What follows belongs to an exercise in optimizing a design on an open flow for small area, a short achievable clock period and few clock cycles per item; a production flow would make more cautious choices.
In this exercise RTL edits were held to simulation tests only and were not proved equivalent to the original.
Power figures rest on the tool's default switching activity, not on a simulated workload.

==> flow/design.v, too long to show whole: its modules and the start of the top module <==
// module mant_l1: 1501 lines
// module mant_l2: 300 lines
// module mant_pipe: 16 lines
// module single_prec_mult: 34 lines
module single_prec_mult
  (
    input  wire        clk,
    input  wire        reset,
    input  wire        start,
    input  wire [31:0] a,
    input  wire [31:0] b,
    output wire [31:0] product,
    output reg         mult_done
  );
  // ...
==> flow/flow/run.sh <==
#!/bin/bash
# Standard layout with two changes:
#  - the port buffers are buf_4 cells rather than the resizer's default pick
#    (a slow delay buffer);
#  - after the standard synthesis, polarity.py flips full adders (which are
#    self-dual) and swaps XOR/XNOR gates to remove inverters around them;
#    registers are untouched.
set -euo pipefail
export BUFFER_PORTS_ARGS="-buffer_cell sky130_fd_sc_hd__buf_4"
R="$PWD/orfs/results/$FLOW_PLATFORM/single_prec_mult/base"
bash standard.sh "$R/1_2_yosys.v" > synth.log 2>&1
python3 flow/polarity.py "$R/1_2_yosys.v" "$R/1_2_yosys.pol.v" > polarity.log 2>&1
cp "$R/1_2_yosys.v" "$R/1_2_yosys.std.v"
mv "$R/1_2_yosys.pol.v" "$R/1_2_yosys.v"
bash standard.sh > standard.log 2>&1
==> flow/flow/polarity.py <==
#!/usr/bin/env python3
"""Remove inverters around full adders and XOR gates in a mapped sky130 netlist.

A full adder is self-dual: FA(~a,~b,~c) = (~sum, ~cout).  So a full adder may be
replaced by the same cell fed with the complements of its inputs, its outputs then
carrying the complements.  A 2-input XOR absorbs an inversion of any input or of
its output by becoming an XNOR (and the other way round).  This picks, by local
search, which full adders to flip so that fewest signals need an inverted copy, and rebuilds the inverters: one
inverter per signal whose inverted copy some load still needs.  Everything else
in the netlist (registers included) is kept as it is.

usage: polarity.py IN.v OUT.v
"""
import re, sys, collections

src = open(sys.argv[1]).read()
m = re.search(r'^(module .*?;\n)(.*)^endmodule', src, re.S | re.M)
head, body = m.group(1), m.group(2)
inst_re = re.compile(r'^\s*(sky130_fd_sc_hd__\w+)\s+(\S+)\s*\((.*?)\);\n', re.S | re.M)
decls = []
cells = []
pos = 0
for mm in inst_re.finditer(body):
    pre = body[pos:mm.start()]
    decls.append(pre)
    pins = [(p, n.strip()) for p, n in re.findall(r'\.(\w+)\(([^()]*)\)', mm.group(3))]
    cells.append([mm.group(1), mm.group(2), pins])
    pos = mm.end()
tail = body[pos:]
decl_txt = ''.join(decls)
assert 'assign' not in decl_txt and 'assign' not in tail, 'assign statements not handled'

OUTPINS = {'X', 'Y', 'Q', 'Q_N', 'SUM', 'COUT', 'HI', 'LO'}
def is_inv(t):
    return re.match(r'sky130_fd_sc_hd__(clk)?inv_\d+$', t) is not None
def is_xor(t):
    return re.match(r'sky130_fd_sc_hd__x(n)?or2_\d+$', t) is not None
def xor_swap(t):
    return t.replace('__xor2_', '__XNOR2_').replace('__xnor2_', '__xor2_').replace('__XNOR2_', '__xnor2_')
def is_fa(t):
    return re.match(r'sky130_fd_sc_hd__fa_\d+$', t) is not None

ports_out = set()
for mm in re.finditer(r'^\s*output\s+(\[(\d+):(\d+)\]\s+)?(\S+);', head + decl_txt, re.M):
    name = mm.group(4)
    if mm.group(1):
        hi, lo = int(mm.group(2)), int(mm.group(3))
        for i in range(min(hi, lo), max(hi, lo) + 1):
            ports_out.add('%s[%d]' % (name, i))
    else:
        ports_out.add(name)

driver = {}
for ci, (t, n, pins) in enumerate(cells):
    for p, net in pins:
        if p in OUTPINS:
            driver[net] = (ci, p)
invs = set(ci for ci, c in enumerate(cells) if is_inv(c[0]))
fas = [ci for ci, c in enumerate(cells) if is_fa(c[0])]
xors = set(ci for ci, c in enumerate(cells) if is_xor(c[0]))

def base_of(net):
    par = 0
    seen = 0
    while net in driver and driver[net][0] in invs:
        ci = driver[net][0]
        net = dict(cells[ci][2])['A']
        par ^= 1
        seen += 1
        assert seen < 100
    return net, par

# loads: every input pin of a non-inverter cell, plus output ports driven through inverters
loads = []   # (cell index or None, pin, base, parity)
for ci, (t, n, pins) in enumerate(cells):
    if ci in invs:
        continue
    for pi, (p, net) in enumerate(pins):
        if p in OUTPINS:
            continue
        if net.startswith("1'") or net == '':
            continue
        b, par = base_of(net)
        loads.append((ci, pi, b, par))
# output ports driven by inverters need a load entry too
port_loads = []
for net in ports_out:
    if net in driver and driver[net][0] in invs:
        b, par = base_of(net)
        port_loads.append((net, b, par))

fixed = set()
for ci in fas:
    for p, net in cells[ci][2]:
        if p in ('SUM', 'COUT') and net in ports_out:
            fixed.add(ci)
fa_set = set(fas)
flip = collections.defaultdict(int)

by_base = collections.defaultdict(list)
for L in loads:
    by_base[L[2]].append(L)
for net, b, par in port_loads:
    by_base[b].append((None, net, b, par))
cell_bases = collections.defaultdict(set)   # bases touching an FA (as load or driver)
for b, Ls in by_base.items():
    for L in Ls:
        if L[0] is not None and L[0] in fa_set:
            cell_bases[L[0]].add(b)
            # an FA output feeding an xor: the xor's output base is unaffected
    if b in driver and driver[b][0] in fa_set:
        cell_bases[driver[b][0]].add(b)

def wants(b):
    w = set()
    for ci, pi, bb, par in by_base[b]:
        if ci is not None and ci in xors:
            continue
        f = flip[ci] if ci is not None and ci in fa_set else 0
        w.add(par ^ f)
    return w

def out_pol(b):
    # polarity of the physical net b relative to its original value
    if b in driver:
        dc = driver[b][0]
        if dc in fa_set:
            return flip[dc]
        if dc in xors:
            w = wants(b)
            return min(w) if len(w) == 1 else 0
    return 0

def need_inv(b):
    w = wants(b)
    if b in driver and driver[b][0] in xors:
        return 1 if len(w) > 1 else 0
    d = out_pol(b)
    return 1 if any(x != d for x in w) else 0

def cost_around(ci):
    return sum(need_inv(b) for b in cell_bases[ci])

before = sum(need_inv(b) for b in by_base)
changed = True
passes = 0
while changed and passes < 50:
    changed = False
    passes += 1
    for ci in fas:
        if ci in fixed:
            continue
        c0 = cost_around(ci)
        flip[ci] ^= 1
        c1 = cost_around(ci)
        if c1 < c0:
            changed = True
        else:
            flip[ci] ^= 1
# simulated annealing from the greedy result (deterministic seed)
import random, math
rng = random.Random(1)
cur = sum(need_inv(b) for b in by_base)
best = cur; best_flip = dict(flip)
free = [c for c in fas if c not in fixed]
T = 2.0
for it in range(200000):
    ci = free[rng.randrange(len(free))]
    c0 = cost_around(ci)
    flip[ci] ^= 1
    c1 = cost_around(ci)
    dlt = c1 - c0
    if dlt <= 0 or rng.random() < math.exp(-dlt / T):
        cur += dlt
        if cur < best:
            best = cur; best_flip = dict(flip)
    else:
        flip[ci] ^= 1
    T = max(0.05, 2.0 * (1 - it / 150000.0))
flip = collections.defaultdict(int, best_flip)
after = sum(need_inv(b) for b in by_base)

# rebuild
newcells = []
inv_net = {}
extra_wires = []
cnt = [0]
def inverted(b):
    if b not in inv_net:
        cnt[0] += 1
        nn = '_pol_n%d_' % cnt[0]
        extra_wires.append(nn)
        inv_net[b] = nn
        newcells.append(['sky130_fd_sc_hd__inv_1', '_pol_i%d_' % cnt[0], [('A', b), ('Y', nn)]])
    return inv_net[b]
load_map = {}
xor_fix = collections.defaultdict(int)   # parity of input corrections per xor cell
for b, Ls in by_base.items():
    d = out_pol(b)
    for ci, pi, bb, par in Ls:
        if ci is not None and ci in xors:
            load_map[(ci, pi)] = b
            xor_fix[ci] ^= par ^ d
            continue
        f = flip[ci] if ci is not None and ci in fa_set else 0
        want_inv = par ^ f ^ d
        load_map[(ci, pi)] = inverted(b) if want_inv else b
for ci in xors:
    onet = [net for p, net in cells[ci][2] if p in OUTPINS][0]
    if xor_fix[ci] ^ out_pol(onet):
        cells[ci][0] = xor_swap(cells[ci][0])
        newout = 'Y' if '__xnor2_' in cells[ci][0] else 'X'
        cells[ci][2] = [((newout if p in ('X', 'Y') else p), net) for p, net in cells[ci][2]]
out_cells = []
port_assign = []
for ci, (t, n, pins) in enumerate(cells):
    if ci in invs:
        continue
    newpins = []
    for pi, (p, net) in enumerate(pins):
        if (ci, pi) in load_map:
            net = load_map[(ci, pi)]
        newpins.append((p, net))
    out_cells.append([t, n, newpins])
# output ports that were driven by inverters: drive them with a buffer-free inverter or direct
for (ci, net), nn in ((k, v) for k, v in load_map.items() if k[0] is None):
    pass
for net, b, par in port_loads:
    d = out_pol(b)
    if par ^ d:
        cnt[0] += 1
        out_cells.append(['sky130_fd_sc_hd__inv_1', '_pol_o%d_' % cnt[0], [('A', b), ('Y', net)]])
    else:
        cnt[0] += 1
        out_cells.append(['sky130_fd_sc_hd__buf_1', '_pol_o%d_' % cnt[0], [('A', b), ('X', net)]])
out_cells.extend(newcells)

# drop declarations of nets no longer used? keep them (dangling wires are harmless)
o = [head, decl_txt]
for w in extra_wires:
    o.append('  wire %s;\n' % w)
for t, n, pins in out_cells:
    o.append('  %s %s (\n%s\n  );\n' % (t, n, ',\n'.join('    .%s(%s%s)' % (p, net, ' ' if net.startswith('\\') else '') for p, net in pins)))
o.append(tail)
o.append('endmodule\n')
open(sys.argv[2], 'w').write(''.join(o) + src[m.end():])
sys.stderr.write('polarity: %d FAs, %d flipped, inverters %d -> %d (old inverter cells %d), %d passes\n'
                 % (len(fas), sum(flip[c] for c in fas), before, after, len(invs), passes))
==> flow/standard.sh <==
#!/bin/bash
# synth_recipe.tcl (not shown) runs the flow's synth.tcl, then flattens the netlist and writes it again
# the make line also repeats each setting of config.mk as NAME=value (left out here)
make -C /OpenROAD-flow-scripts/flow DESIGN_CONFIG=/design/flow/config.mk WORK_HOME=/design/flow/orfs CLKGATE_MAP_FILE= SYNTH_SCRIPT=/design/flow/synth_recipe.tcl "${@:-finish}"
==> flow/config.mk <==
export PLATFORM = sky130hd
export DESIGN_NAME = single_prec_mult
export DESIGN_NICKNAME = single_prec_mult
export VERILOG_FILES = /design/flow/design.v
export SDC_FILE = /design/flow/constraint.sdc
export NUM_CORES = 4
export LEC_CHECK = 0
export ABC_AREA = 1
export CAP_MARGIN = 20
export CORE_MARGIN = 2
export CORE_UTILIZATION = 70
export CTS_BUF_LIST = sky130_fd_sc_hd__clkbuf_4 sky130_fd_sc_hd__clkbuf_8
export PLACE_DENSITY = 0.8
export SETUP_SLACK_MARGIN = 0.1
export SLEW_MARGIN = 20
==> flow/constraint.sdc <==
create_clock -name core_clock -period 5.0 [get_ports {clk}]
set_input_delay 1.0000 -clock core_clock [delete_from_list [all_inputs] [get_ports {clk}]]
set_output_delay 1.0000 -clock core_clock [all_outputs]
set_load 0.01 [all_outputs]
==> reports/summary.txt, run 1 <==
Fin crit share - 0.937
Commonest cells after routing, fill and taps aside - o22ai_1, fa_1, buf_4
Post-cts sizing count - 0
Register area - 0.00264 mm^2
Largest net degree at the start of global routing - 63
Detailed Route Iter0 Violations - 1742
GR Layer Usage met2 - 0.670
Worst-path maximum fanout - 19
Hold_buf cts - 0
Drt wl/cell - 24.5 um
Fillers - 1646
Via Count - 14420
Setup Buffers After CTS - 0
Met3 WL - 7.00 mm
GRT met3 Usage - 0.133
Worst path required time - 4.00 ns
Flop2flop setup slack - 4.22 ns
Core Util, Final - 0.788
Pwr Total - 12.5 mW
Setup TNS - 0 ns
Floorplan row count - 56
Top routing layer in use - met5
Die area - 0.0250 mm^2
Kind of critical path - register to primary output
Critical R2R Launch - mult_done
First-pass DRT Iterations - 6
Clock H-tree levels - 3
Cell area after layout - 0.0184 mm^2
Met1 Usage GRT - 0.580
Syn_nets - 2182
Routability cong. - 1.03
Metal1 wirelength - 19.5 mm
Final worst slack - 0.315 ns
Bufs w/o clock - 216
Crit path launch type - register
Detail Route Antenna Nets - 0
Fmax - 213 MHz
Status - finished clean
Switching Share - 0.505
Clock slew seen by the registers of the worst setup and hold paths - 0.11 ns
P_clk - 0.554 mW
Testbench counts, summed over its fixed seeds: cycles 2,048, items 2,048.
==> run 2, diff against run 1 <==
--- a/flow/design.v
+++ b/flow/design.v
@@ -973,17 +973,28 @@
 assign s53 = pp3_5 ^ pp4_3 ^ pp5_1;
 assign c54 = (pp3_5 & pp4_3) | (pp5_1 & (pp3_5 ^ pp4_3));
 assign s55 = c42 ^ c44 ^ s51;
 assign c56 = (c42 & c44) | (s51 & (c42 ^ c44));
 assign s57 = s53 ^ c46 ^ s55;
 assign c58 = (s53 & c46) | (s55 & (s53 ^ c46));
 assign s59 = c48 ^ s57;
 assign c60 = c48 & s57;
-wire [12:0] lowsum = {1'b0, c50, c40, s37, c24, s21, s15, s9, s5, c2, pp1_0, pp0_1, neg0} + {1'b0, s59, s49, s39, s31, s23, s17, s11, s7, s3, s1, 1'b0, pp0_0};
+wire lc0 = (neg0 & pp0_0);
+wire lc1 = (pp0_1 & 1'b0) | ((pp0_1 | 1'b0) & lc0);
+wire lc2 = (pp1_0 & s1) | ((pp1_0 | s1) & lc1);
+wire lc3 = (c2 & s3) | ((c2 | s3) & lc2);
+wire lc4 = (s5 & s7) | ((s5 | s7) & lc3);
+wire lc5 = (s9 & s11) | ((s9 | s11) & lc4);
+wire lc6 = (s15 & s17) | ((s15 | s17) & lc5);
+wire lc7 = (s21 & s23) | ((s21 | s23) & lc6);
+wire lc8 = (c24 & s31) | ((c24 | s31) & lc7);
+wire lc9 = (s37 & s39) | ((s37 | s39) & lc8);
+wire lc10 = (c40 & s49) | ((c40 | s49) & lc9);
+wire lc11 = (c50 & s59) | ((c50 | s59) & lc10);
 assign s61 = neg6 ^ pp0_12 ^ pp1_10;
 assign c62 = (neg6 & pp0_12) | (pp1_10 & (neg6 ^ pp0_12));
 assign s63 = pp2_8 ^ pp3_6 ^ pp4_4;
 assign c64 = (pp2_8 & pp3_6) | (pp4_4 & (pp2_8 ^ pp3_6));
 assign s65 = pp5_2 ^ pp6_0 ^ c52;
 assign c66 = (pp5_2 & pp6_0) | (c52 & (pp5_2 ^ pp6_0));
 assign s67 = c54 ^ s61 ^ s63;
 assign c68 = (c54 & s61) | (s63 & (c54 ^ s61));
@@ -1492,17 +1503,17 @@
 assign s571 = c564 ^ s569 ^ c566;
 assign c572 = (c564 & s569) | (c566 & (c564 ^ s569));
 assign s573 = 1'b1 ^ x[22] ^ pp11_24;
 assign c574 = (1'b1 & x[22]) | (pp11_24 & (1'b1 ^ x[22]));
 assign s575 = c570 ^ s573;
 assign c576 = c570 & s573;
 assign s577 = 1'b1 ^ c574;
 assign c578 = 1'b1 & c574;
-assign cut = {c576, s577, c572, s575, s571, c568, c562, s567, s561, c556, c548, s555, s547, c540, c530, s539, s529, c520, c508, s519, s507, c496, c482, s495, s481, c468, s467, c452, c436, s451, c434, s435, c418, s417, c400, c382, s399, c380, s381, c362, s361, c342, c322, s341, c320, s321, c300, c278, s299, c276, s277, c256, s255, c236, s235, c216, s215, c198, c180, s197, c178, s179, s177, s161, c144, s143, c128, s127, c112, s111, c98, s97, c84, c72, s83, lowsum[12], s71};
+assign cut = {c576, s577, c572, s575, s571, c568, c562, s567, s561, c556, c548, s555, s547, c540, c530, s539, s529, c520, c508, s519, s507, c496, c482, s495, s481, c468, s467, c452, c436, s451, c434, s435, c418, s417, c400, c382, s399, c380, s381, c362, s361, c342, c322, s341, c320, s321, c300, c278, s299, c276, s277, c256, s255, c236, s235, c216, s215, c198, c180, s197, c178, s179, s177, s161, c144, s143, c128, s127, c112, s111, c98, s97, c84, c72, s83, lc11, s71};
 endmodule
 module mant_l2
   (
     input  wire [76:0] q,
     output wire [24:0] p
   );
 wire s579;
 wire c580;
==> flow/flow/run.sh (replaced) <==
#!/bin/bash
# Standard layout with two changes:
#  - the port buffers are buf_2 cells rather than the resizer's default pick
#    (a slow delay buffer);
#  - after the standard synthesis, polarity.py flips full adders (which are
#    self-dual) and swaps XOR/XNOR gates to remove inverters around them;
#    registers are untouched.
set -euo pipefail
export BUFFER_PORTS_ARGS="-buffer_cell sky130_fd_sc_hd__buf_2"
R="$PWD/orfs/results/$FLOW_PLATFORM/single_prec_mult/base"
bash standard.sh "$R/1_2_yosys.v" > synth.log 2>&1
python3 flow/polarity.py "$R/1_2_yosys.v" "$R/1_2_yosys.pol.v" > polarity.log 2>&1
cp "$R/1_2_yosys.v" "$R/1_2_yosys.std.v"
mv "$R/1_2_yosys.pol.v" "$R/1_2_yosys.v"
bash standard.sh > standard.log 2>&1
==> flow/config.mk (replaced) <==
export PLATFORM = sky130hd
export DESIGN_NAME = single_prec_mult
export DESIGN_NICKNAME = single_prec_mult
export VERILOG_FILES = /design/flow/design.v
export SDC_FILE = /design/flow/constraint.sdc
export NUM_CORES = 4
export LEC_CHECK = 0
export ABC_AREA = 1
export CAP_MARGIN = 20
export CORE_MARGIN = 2
export CORE_UTILIZATION = 66
export CTS_BUF_LIST = sky130_fd_sc_hd__clkbuf_4 sky130_fd_sc_hd__clkbuf_8
export PLACE_DENSITY = 0.74
export SETUP_SLACK_MARGIN = 0.1
export SLEW_MARGIN = 20
==> reports/summary.txt, run 2 <==
Final Routed Wirelength - 50.9 mm (was 52.7 mm)
Via Count - 14117 (was 14420)
Layout cell share with drive strength beyond 1 - 0.140 (was 0.138)
Layout Area Growth over Synthesis - 9.19% (was 11.0%)
PwrDens - 658 mW/mm^2 (was 676 mW/mm^2)
Clock latency (worst-skew pair) - 0.39 ns (was 0.40 ns)
Psw - 6.07 mW (was 6.30 mW)
Clock H-tree levels - 3 (unchanged)
RSZ-0062 raised after global routing - false (unchanged)
Total gr overflow - 0 (unchanged)
Crit path launch type - register (unchanged)
Critical path's slowest cell - fa_1 (unchanged)
Pwr Total - 11.9 mW (was 12.5 mW)
Setup TNS - 0 ns (unchanged)
IO Port Bufs - 99 (unchanged)
Crit path largest cell delay - 0.65 ns (was 0.56 ns)
Cell area after synthesis - 0.0166 mm^2 (about the same)
Max cap viols - 0 (unchanged)
Vias in the first global route - 14118 (was 14539)
Detail Route Antenna Nets - 0 (unchanged)
Commonest cells after routing, fill and taps aside - o22ai_1, fa_1, nand2_1 (was o22ai_1, fa_1, buf_4)
First-pass GRT wire length - 78.8 mm (was 81.0 mm)
Sequential Power Share - 0.155 (was 0.148)
CTS tree - done (unchanged)
Tmin final - 4.62 ns (was 4.69 ns)
Ant. Diodes - 0 (unchanged)
Final Skew - 0 ns (unchanged)
Fmax - 216 MHz (was 213 MHz)
Largest net degree at the start of global routing - 64 (was 63)
CTS max path bufs - 2 (unchanged)
Die width - 163 um (was 158 um)
Clock buffer count from CTS - 9 (unchanged)
IO Count - 100 (unchanged)
Logic pwr share - 0.804 (was 0.808)
Antenna violations before repair - 0 (was 1)
Pint - 5.86 mW (was 6.16 mW)
Worst Hold Class - input port to asynchronous set/reset pin (unchanged)
Clock power share - 0.041 (was 0.044)
Vias per cell - 6.54 (was 6.71)
Worst-path maximum fanout - 7 (was 19)
Total track usage - 0.396 (was 0.439)
Crit path buf inv count - 2 (unchanged)
Final slew viol count - 0 (unchanged)
Final setup fails - 0 (unchanged)
Worst path required time - 4.00 ns (about the same)
Drt wl/cell - 23.6 um (was 24.5 um)
Fin crit share - 0.925 (was 0.937)
Floorplan row count - 58 (was 56)
Kind of critical path - register to primary output (unchanged)
Worst Max-Slew Pin Slew - 1.03 ns (was 0.859 ns)
Cell area after layout - 0.0181 mm^2 (was 0.0184 mm^2)
Leakage - 7.88 nW (was 7.92 nW)
Switching Share - 0.509 (was 0.505)
Floorplan Core Area - 0.0250 mm^2 (was 0.0234 mm^2)
Ys Warns - 2 (unchanged)
Slew margin rel. - 0.314 (was 0.427)
WP data arrival - 3.62 ns (was 3.69 ns)
Fin nets - 2257 (was 2269)
Detailed Route Iter0 Violations - 1693 (was 1742)
Peak supply drop - 0.756 mV (was 0.786 mV)
Worst path top cell family by delay - adder cells (was simple AND/OR/NAND/NOR gates)
Syn_nets - 2177 (was 2182)
Die height - 163 um (was 158 um)
Clock slew seen by the registers of the worst setup and hold paths - 0.11 ns (about the same)
Post-DP HPWL - 39.1 mm (was 41.0 mm)
Initial cell density of the core - 0.665 (was 0.710)
Status - finished clean (unchanged)
Post-DP Area - 0.0179 mm^2 (was 0.0182 mm^2)
Commonest non-fill, non-tap cell in the layout - o22ai_1 (unchanged)
Fillers - 1886 (was 1646)
Routability cong. - 1.03 (about the same)
Final hold violation count - 0 (unchanged)
Top flop regs - mant_pipe.cut_q (77), e_q (8) (unchanged)
Max reg flops - 77 (unchanged)
# clock sinks - 88 (unchanged)
CP Capture Type - primary output (unchanged)
Root Driver - clkbuf_8 (unchanged)
Avg Inst Size Synth - 9.52 um^2 (was 9.56 um^2)
CP cell instances - fa_1 > ha_1 > a21oi_1 > o21ai_0 > a21oi_1 > nand2_4 > buf_4 > fa_1 > xor2_1 > nand3_1 > nand2_1 > buf_2 (was fa_1 > ha_1 > nand2_1 > nor4_2 > nand2_1 > nand2_2 > nand2_2 > nand2_4 > nand2_2 > nand2_2 > nand2_1 > nand2_2 > buf_6 > nand3_1 > nand2_1 > buf_4)
Cell count after synthesis - 1743 (was 1738)
Largest reg by FF count - mant_pipe.cut_q (unchanged)
DRC viols - 0 (unchanged)
Core Util, Final - 0.726 (was 0.788)
First-pass DRT Iterations - 6 (unchanged)
Die area - 0.0264 mm^2 (was 0.0250 mm^2)
[run 2: worst paths after layout]
| path | depth (start not counted) | end | slack (ns) | start |
|---|---|---|---|---|
| max | 12 | product[6] | 0.38 | mant_pipe.cut_q[32] |
| min | 2 | mult_done | 0.42 | reset |
| max reg2reg | 1 | mult_done | 4.22 | mult_done |
| min reg2reg | 1 | mult_done | 0.48 | mult_done |
| max in group asynchronous | 2 | mult_done | 4.49 | reset |
| min in group core_clock | 1 | mult_done | 0.48 | mult_done |
[run 2: final cells by class]
type                       instances  area (um^2)  area share
timing repair buffer             209         1540      0.0848
clock inverter                     7         46.3     0.00256
inverter                         162          608      0.0336
multi-input combinational       1353        12800       0.704
tap                              330          413      0.0228
sequential                        88         2640       0.146
clock buffer                       9          124     0.00684
[run 2: power by group through the flow]
stage	Sequential [mW]	Clock, mW	Combinational [mW]
after floorplan	1.81	0	6.62
after global placement	1.85	0	8.95
after detailed placement	1.87	0	9.35
after CTS	1.85	0.493	9.43
after global routing	1.88	0.513	10.9
final	1.85	0.488	9.59
[run 2: per-layer routing]
| layer | share of wire | wire length [um] | vias to the layer above | track usage |
|---|---|---|---|---|
| li1 | - | - | 6089 | - |
| met4 | 0.042 | 2140 | 0 | 0.142 |
| met3 | 0.13 | 6740 | 207 | 0.112 |
| met5 | 0 | 0 | - | 0 |
| met1 | 0.40 | 20100 | 6762 | 0.551 |
| met2 | 0.43 | 21900 | 1059 | 0.598 |
[run 2: timing repair]
action                                  in CTS  in global routing
buffers inserted                             0                  4
hold buffers                                 0                  0
endpoints found under the setup margin       3                 29
gates cloned                                 0                  0
pin swaps                                    0                  1
gates resized for setup                      1                  1
[run 2: through the flow]
stage / cells / hold WS (ns) / worst slack, ns
6_report: 2158 / 0.424 / 0.375
2_1_floorplan: 1743 / 0.512 / 0.125
3_5_place_dp: 2138 / 0.447 / 0.122
4_1_cts: 2154 / 0.410 / 0.208
3_3_place_gp: 2138 / 0.444 / 0.144
5_1_grt: 2158 / 0.419 / 0.212
Testbench counts of run 2, summed over its fixed seeds: cycles 2,048, items 2,048.
==> run 3, diff against run 2 <==
--- a/flow/config.mk
+++ b/flow/config.mk
@@ -9,7 +9,7 @@
 export CAP_MARGIN = 20
 export CORE_MARGIN = 2
-export CORE_UTILIZATION = 66
+export CORE_UTILIZATION = 70
 export CTS_BUF_LIST = sky130_fd_sc_hd__clkbuf_4 sky130_fd_sc_hd__clkbuf_8
-export PLACE_DENSITY = 0.74
+export PLACE_DENSITY = 0.8
 export SETUP_SLACK_MARGIN = 0.1
 export SLEW_MARGIN = 20
==> reports/summary.txt, run 3 <==
Post-DP HPWL - 40.1 mm (was 39.1 mm)
Leakage - 7.90 nW (was 7.88 nW)
Floorplan row count - 56 (was 58)
CTS tree - done (unchanged)
Worst Max-Slew Pin Slew - 0.987 ns (was 1.03 ns)
Vias per cell - 6.59 (was 6.54)
CP cell instances - fa_1 > ha_1 > a21o_1 > a21boi_1 > nand2_2 > a21oi_2 > nand2_4 > fa_1 > xor2_1 > nand4_1 > o21ai_0 > buf_2 (was fa_1 > ha_1 > a21oi_1 > o21ai_0 > a21oi_1 > nand2_4 > buf_4 > fa_1 > xor2_1 > nand3_1 > nand2_1 > buf_2)
Switching Share - 0.511 (was 0.509)
Detailed Route Iter0 Violations - 1733 (was 1693)
Worst path top cell family by delay - adder cells (unchanged)
Final Skew - 0 ns (unchanged)
Fmax - 217 MHz (was 216 MHz)
Kind of critical path - register to primary output (unchanged)
Clock buffer count from CTS - 9 (unchanged)
Final hold slack - 0.424 ns (about the same)
Initial cell density of the core - 0.709 (was 0.665)
Top flop regs - mant_pipe.cut_q (77), e_q (8) (unchanged)
Setup TNS - 0 ns (unchanged)
Crit path launch type - register (unchanged)
Tmin final - 4.62 ns (about the same)
Final setup fails - 0 (unchanged)
Avg Inst Size Synth - 9.52 um^2 (unchanged)
Root Driver - clkbuf_8 (unchanged)
Cell area after synthesis - 0.0166 mm^2 (unchanged)
Die width - 158 um (was 163 um)
Largest net degree at the start of global routing - 66 (was 64)
Status - finished clean (unchanged)
CP Capture Type - primary output (unchanged)
Syn_nets - 2177 (unchanged)
Final Routed Wirelength - 51.4 mm (was 50.9 mm)
Worst Hold Class - input port to asynchronous set/reset pin (unchanged)
Hold_buf cts - 0 (unchanged)
Layout Area Growth over Synthesis - 9.32% (was 9.19%)
IO Port Bufs - 99 (unchanged)
Clock H-tree levels - 3 (unchanged)
Critical path's slowest cell - fa_1 (unchanged)
Commonest non-fill, non-tap cell in the layout - o22ai_1 (unchanged)
Max cap viols - 0 (unchanged)
Final slew viol count - 0 (unchanged)
Routability cong. - 1.06 (was 1.03)
Total track usage - 0.429 (was 0.396)
Worst path required time - 4.00 ns (about the same)
Slew margin rel. - 0.341 (was 0.314)
Die height - 158 um (was 163 um)
WP data arrival - 3.62 ns (about the same)
Clock latency (worst-skew pair) - 0.39 ns (about the same)
Ys Warns - 2 (unchanged)
PwrDens - 666 mW/mm^2 (was 658 mW/mm^2)
Setup Buffers After CTS - 0 (unchanged)
Vias in the first global route - 14071 (was 14118)
Core Util, Final - 0.775 (was 0.726)
DRC viols - 0 (unchanged)
IO Count - 100 (unchanged)
Fin crit share - 0.924 (was 0.925)
Dpl cells - 2136 (was 2138)
Ant. Diodes - 0 (unchanged)
Clock power share - 0.045 (was 0.041)
Worst-path maximum fanout - 9 (was 7)
Cell count after synthesis - 1743 (unchanged)
Logic pwr share - 0.802 (was 0.804)
Psw - 6.18 mW (was 6.07 mW)
Fillers - 1624 (was 1886)
Peak supply drop - 0.523 mV (was 0.756 mV)
CTS max path bufs - 2 (unchanged)
Max reg flops - 77 (unchanged)
Cell area after layout - 0.0181 mm^2 (about the same)
Total gr overflow - 0 (unchanged)
Sequential Power Share - 0.153 (was 0.155)
Drt wl/cell - 23.9 um (was 23.6 um)
Via Count - 14191 (was 14117)
Cell repeated most along the worst path - fa_1
Final hold violation count - 0 (unchanged)
Clock slew seen by the registers of the worst setup and hold paths - 0.10 ns (was 0.11 ns)
First-pass DRT Iterations - 8 (was 6)
Commonest cells after routing, fill and taps aside - o22ai_1, fa_1, nand2_1 (unchanged)
Die area - 0.0250 mm^2 (was 0.0264 mm^2)
Crit path largest cell delay - 0.49 ns (was 0.65 ns)
First-pass GRT wire length - 79.0 mm (was 78.8 mm)
Fin nets - 2262 (was 2257)
Detail Route Antenna Nets - 0 (unchanged)
Final Instance Count excl. Fillers - 2152 (was 2158)
Largest reg by FF count - mant_pipe.cut_q (unchanged)
Layout cell share with drive strength beyond 1 - 0.143 (was 0.140)
# clock sinks - 88 (unchanged)
RSZ-0062 raised after global routing - false (unchanged)
Crit path buf inv count - 1 (was 2)
Floorplan Core Area - 0.0234 mm^2 (was 0.0250 mm^2)
Post-DP Area - 0.0179 mm^2 (about the same)
Pint - 5.90 mW (was 5.86 mW)
Antenna violations before repair - 0 (unchanged)
-- run 3: repair_timing --
| action | in CTS | in global routing |
|---|---|---|
| endpoints found under the hold margin | 0 | 0 |
| setup endpoints to repair | 0 | 31 |
| resized for setup | 0 | 3 |
-- run 3: metal layers --
layer | up-vias | wire, um | GRT usage
met1 | 6789 | 19500 | 0.581
li1 | 6094 | - | -
met2 | 1104 | 22500 | 0.657
met5 | - | 0 | 0
met4 | 0 | 2370 | 0.164
met3 | 204 | 7050 | 0.130
-- run 3: final timing paths --
kind / startpoint / to / slack, ns / depth (start not counted)
setup / recovery: mant_pipe.cut_q[46] / product[22] / 0.38 / 12
setup reg to reg: mult_done / mult_done / 4.21 / 1
min in group core_clock: mult_done / mult_done / 0.49 / 1
max in group asynchronous: reset / mult_done / 4.48 / 2
hold / removal: reset / mult_done / 0.42 / 2
hold reg to reg: mult_done / mult_done / 0.49 / 1
-- run 3: power by group through the flow --
| stage | Combinational, mW | Clock, mW | Sequential (mW) |
|---|---|---|---|
| 6_report | 9.69 | 0.542 | 1.85 |
| 5_1_grt | 10.9 | 0.563 | 1.88 |
| 4_1_cts | 9.53 | 0.540 | 1.85 |
| 3_5_place_dp | 9.46 | 0 | 1.87 |
| 3_3_place_gp | 8.97 | 0 | 1.85 |
| 2_1_floorplan | 6.62 | 0 | 1.81 |
-- run 3: area by class of cell --
class	count	area [um^2]	area share
inverter	162	608	0.0335
clock inverter	5	56.3	0.00310
sequential	88	2640	0.145
tap	319	399	0.0220
multi-input combinational	1353	12800	0.703
timing repair buffer	214	1550	0.0854
clock buffer	11	139	0.00766
-- run 3: metrics by stage --
stage                     worst slack, ns  power (mW)
final                               0.382        12.1
after global routing                0.164        13.3
after CTS                           0.188        11.9
after detailed placement           0.0569        11.3
after global placement              0.141        10.8
after floorplan                     0.125        8.43
==> run 4, diff against run 3 <==
--- a/flow/config.mk
+++ b/flow/config.mk
@@ -12,4 +12,4 @@
 export CTS_BUF_LIST = sky130_fd_sc_hd__clkbuf_4 sky130_fd_sc_hd__clkbuf_8
 export PLACE_DENSITY = 0.8
-export SETUP_SLACK_MARGIN = 0.1
+export SETUP_SLACK_MARGIN = 0.25
 export SLEW_MARGIN = 20
==> reports/summary.txt, run 4 <==
Status - finished clean (unchanged)
Worst path top cell family by delay - adder cells (unchanged)
Clock H-tree levels - 3 (unchanged)
IO Port Bufs - 99 (unchanged)
Commonest cells after routing, fill and taps aside - o22ai_1, fa_1, nand2_1 (unchanged)
Antenna violations before repair - 1 (was 0)
Via Count - 14379 (was 14191)
CP cell instances - fa_1 > ha_1 > a21oi_1 > o21ai_0 > a21oi_2 > nand2_4 > nand2_2 > nand2_4 > fa_1 > xor2_1 > nand4_1 > o21ai_0 > buf_2 (was fa_1 > ha_1 > a21o_1 > a21boi_1 > nand2_2 > a21oi_2 > nand2_4 > fa_1 > xor2_1 > nand4_1 > o21ai_0 > buf_2)
IO Count - 100 (unchanged)
Floorplan Core Area - 0.0234 mm^2 (unchanged)
Largest reg by FF count - mant_pipe.cut_q (unchanged)
Vias per cell - 6.62 (was 6.59)
Final hold slack - 0.418 ns (was 0.424 ns)
First-pass DRT Iterations - 7 (was 8)
Commonest non-fill, non-tap cell in the layout - o22ai_1 (unchanged)
Logic pwr share - 0.800 (was 0.802)
Critical path's slowest cell - fa_1 (unchanged)
Top flop regs - mant_pipe.cut_q (77), e_q (8) (unchanged)
Crit path launch type - register (unchanged)
Psw - 6.29 mW (was 6.18 mW)
PwrDens - 671 mW/mm^2 (was 666 mW/mm^2)
Ys Warns - 2 (unchanged)
Leakage - 8.00 nW (was 7.90 nW)
Final slew viol count - 0 (unchanged)
Die height - 158 um (unchanged)
Routability cong. - 1.04 (was 1.06)
Initial cell density of the core - 0.709 (unchanged)
Max reg flops - 77 (unchanged)
Fillers - 1668 (was 1624)
Register area - 0.00264 mm^2 (unchanged)
Pint - 6.00 mW (was 5.90 mW)
Total gr overflow - 0 (unchanged)
CTS max path bufs - 2 (unchanged)
Total track usage - 0.421 (was 0.429)
Fin crit share - 0.942 (was 0.924)
CP Capture Type - primary output (unchanged)
Final Routed Wirelength - 51.7 mm (was 51.4 mm)
Detail Route Antenna Nets - 0 (unchanged)
Slew margin rel. - 0.336 (was 0.341)
# clock sinks - 88 (unchanged)
Crit path buf inv count - 1 (unchanged)
Max cap viols - 0 (unchanged)
Tmin final - 4.71 ns (was 4.62 ns)
Cell area after synthesis - 0.0166 mm^2 (unchanged)
Layout cell share with drive strength beyond 1 - 0.156 (was 0.143)
Vias in the first global route - 14060 (was 14071)
Clock slew seen by the registers of the worst setup and hold paths - 0.11 ns (was 0.10 ns)
Post-DP HPWL - 39.5 mm (was 40.1 mm)
Setup TNS - 0 ns (unchanged)
Peak supply drop - 0.605 mV (was 0.523 mV)
Cell count after synthesis - 1743 (unchanged)
Syn_nets - 2177 (unchanged)
Final Skew - 0 ns (unchanged)
Pwr Total - 12.3 mW (was 12.1 mW)
Die width - 158 um (unchanged)
Clock buffer count from CTS - 9 (unchanged)
Worst Hold Class - input port to asynchronous set/reset pin (unchanged)
Worst-path maximum fanout - 13 (was 9)
Die area - 0.0250 mm^2 (unchanged)
Clock latency (worst-skew pair) - 0.39 ns (about the same)
Floorplan row count - 56 (unchanged)
Final hold violation count - 0 (unchanged)
Layout Area Growth over Synthesis - 10.4% (was 9.32%)
Crit path largest cell delay - 0.56 ns (was 0.49 ns)
CTS tree - done (unchanged)
Drt wl/cell - 23.8 um (was 23.9 um)
WP data arrival - 3.71 ns (was 3.62 ns)
Largest net degree at the start of global routing - 63 (was 66)
Kind of critical path - register to primary output (unchanged)
Post-DP Area - 0.0180 mm^2 (was 0.0179 mm^2)
Fin nets - 2280 (was 2262)
DRC viols - 0 (unchanged)
RSZ-0062 raised after global routing - false (unchanged)
Sequential Power Share - 0.150 (was 0.153)
Final setup fails - 0 (unchanged)
Root Driver - clkbuf_8 (unchanged)
Detailed Route Iter0 Violations - 1947 (was 1733)
Clock power share - 0.049 (was 0.045)
Fmax - 212 MHz (was 217 MHz)
Worst path required time - 4.00 ns (about the same)
Cell area after layout - 0.0183 mm^2 (was 0.0181 mm^2)
Area of the multi-input gates - 0.0128 mm^2 (about the same)
Switching Share - 0.512 (was 0.511)
First-pass GRT wire length - 77.8 mm (was 79.0 mm)
Avg Inst Size Synth - 9.52 um^2 (unchanged)
Worst Max-Slew Pin Slew - 0.995 ns (was 0.987 ns)
run 4: what timing repair did:
action | 4_1_cts | 5_1_grt
resized for setup | 2 | 8
hold buffers | 0 | 0
pin swaps | 0 | 2
cloned | 0 | 1
buffers inserted | 0 | 5
setup endpoints to repair | 31 | 26
run 4: final cells by class:
class,count,share of cell area
Timing Repair Buffer,231,0.0894
Clock buffer,9,0.00676
Clock inverter,7,0.00560
Sequential cell,88,0.144
Tap cell,319,0.0218
Antenna cell,1,0.000137
Multi-Input combinational cell,1354,0.699
Inverter,162,0.0332
run 4: per-stage QoR:
step,util,instances,setup slack (ns)
5_1_grt,0.783,2171,0.238
3_3_place_gp,0.769,2148,-0.396
6_report,0.783,2171,0.290
2_1_floorplan,-,1743,0.241
4_1_cts,0.779,2164,0.300
3_5_place_dp,0.769,2148,-0.114
run 4: path summary, 6_finish.rpt:
path                                      from          end  slack (ns)  cells past startpoint
setup / recovery           mant_pipe.cut_q[33]  product[22]        0.29                     13
hold / removal                           reset    mult_done        0.42                      2
setup reg to reg                     mult_done    mult_done        4.23                      1
hold reg to reg                      mult_done    mult_done        0.47                      1
max in group asynchronous                reset    mult_done        4.49                      2
min in group core_clock              mult_done    mult_done        0.47                      1
run 4: routing by layer:
layer	routed length [um]	share of wire	GRT usage
met3	7310	0.14	0.110
met1	19800	0.38	0.591
met2	22200	0.43	0.637
met5	0	0	0
met4	2370	0.046	0.157
run 4: power by group through the flow:
stage                     logic (mW)  registers [mW]  clock network, mW
final                           9.84            1.85              0.605
after global routing            11.0            1.88              0.630
after CTS                       9.51            1.85              0.602
after detailed placement        9.42            1.87                  0
after global placement          8.98            1.85                  0
after floorplan                 6.63            1.81                  0

re-timing with driven ports:
Ports are ideal in the flow. The routed layouts listed here were re-timed in OpenROAD. Step 1, drivers: a clkbuf_16 drives clk and a buf_2 each remaining input, both assumed. Step 2 times the ports against the registers' clock, not the clock port: input delays grow and output delays shrink by t, the midpoint of the rising clock arrivals with the driver on. Slacks: ideal / step 1 / step 2; pairs: ideal / step 1.
run	t (ns)	setup slack, ns	clock arrival spread, ns	worst register clock-pin slew, ns	worst slew at a driven data input, ns
run 1	0.440	0.315 / 0.274 / 0.093	0.021 / 0.021	0.11 / 0.11	0.06
run 2	0.429	0.375 / 0.332 / 0.022	0.018 / 0.017	0.11 / 0.11	0.05
run 3	0.427	0.382 / 0.338 / -0.002	0.014 / 0.013	0.11 / 0.11	0.05
run 4	0.434	0.290 / 0.247 / 0.004	0.014 / 0.014	0.11 / 0.11	0.06
With both steps, setup timing fails in run 3, where it was met with ideal ports. For run 3, which loses most, drivers alone change the setup slack by -0.044 ns; drivers and shift together by -0.384 ns.
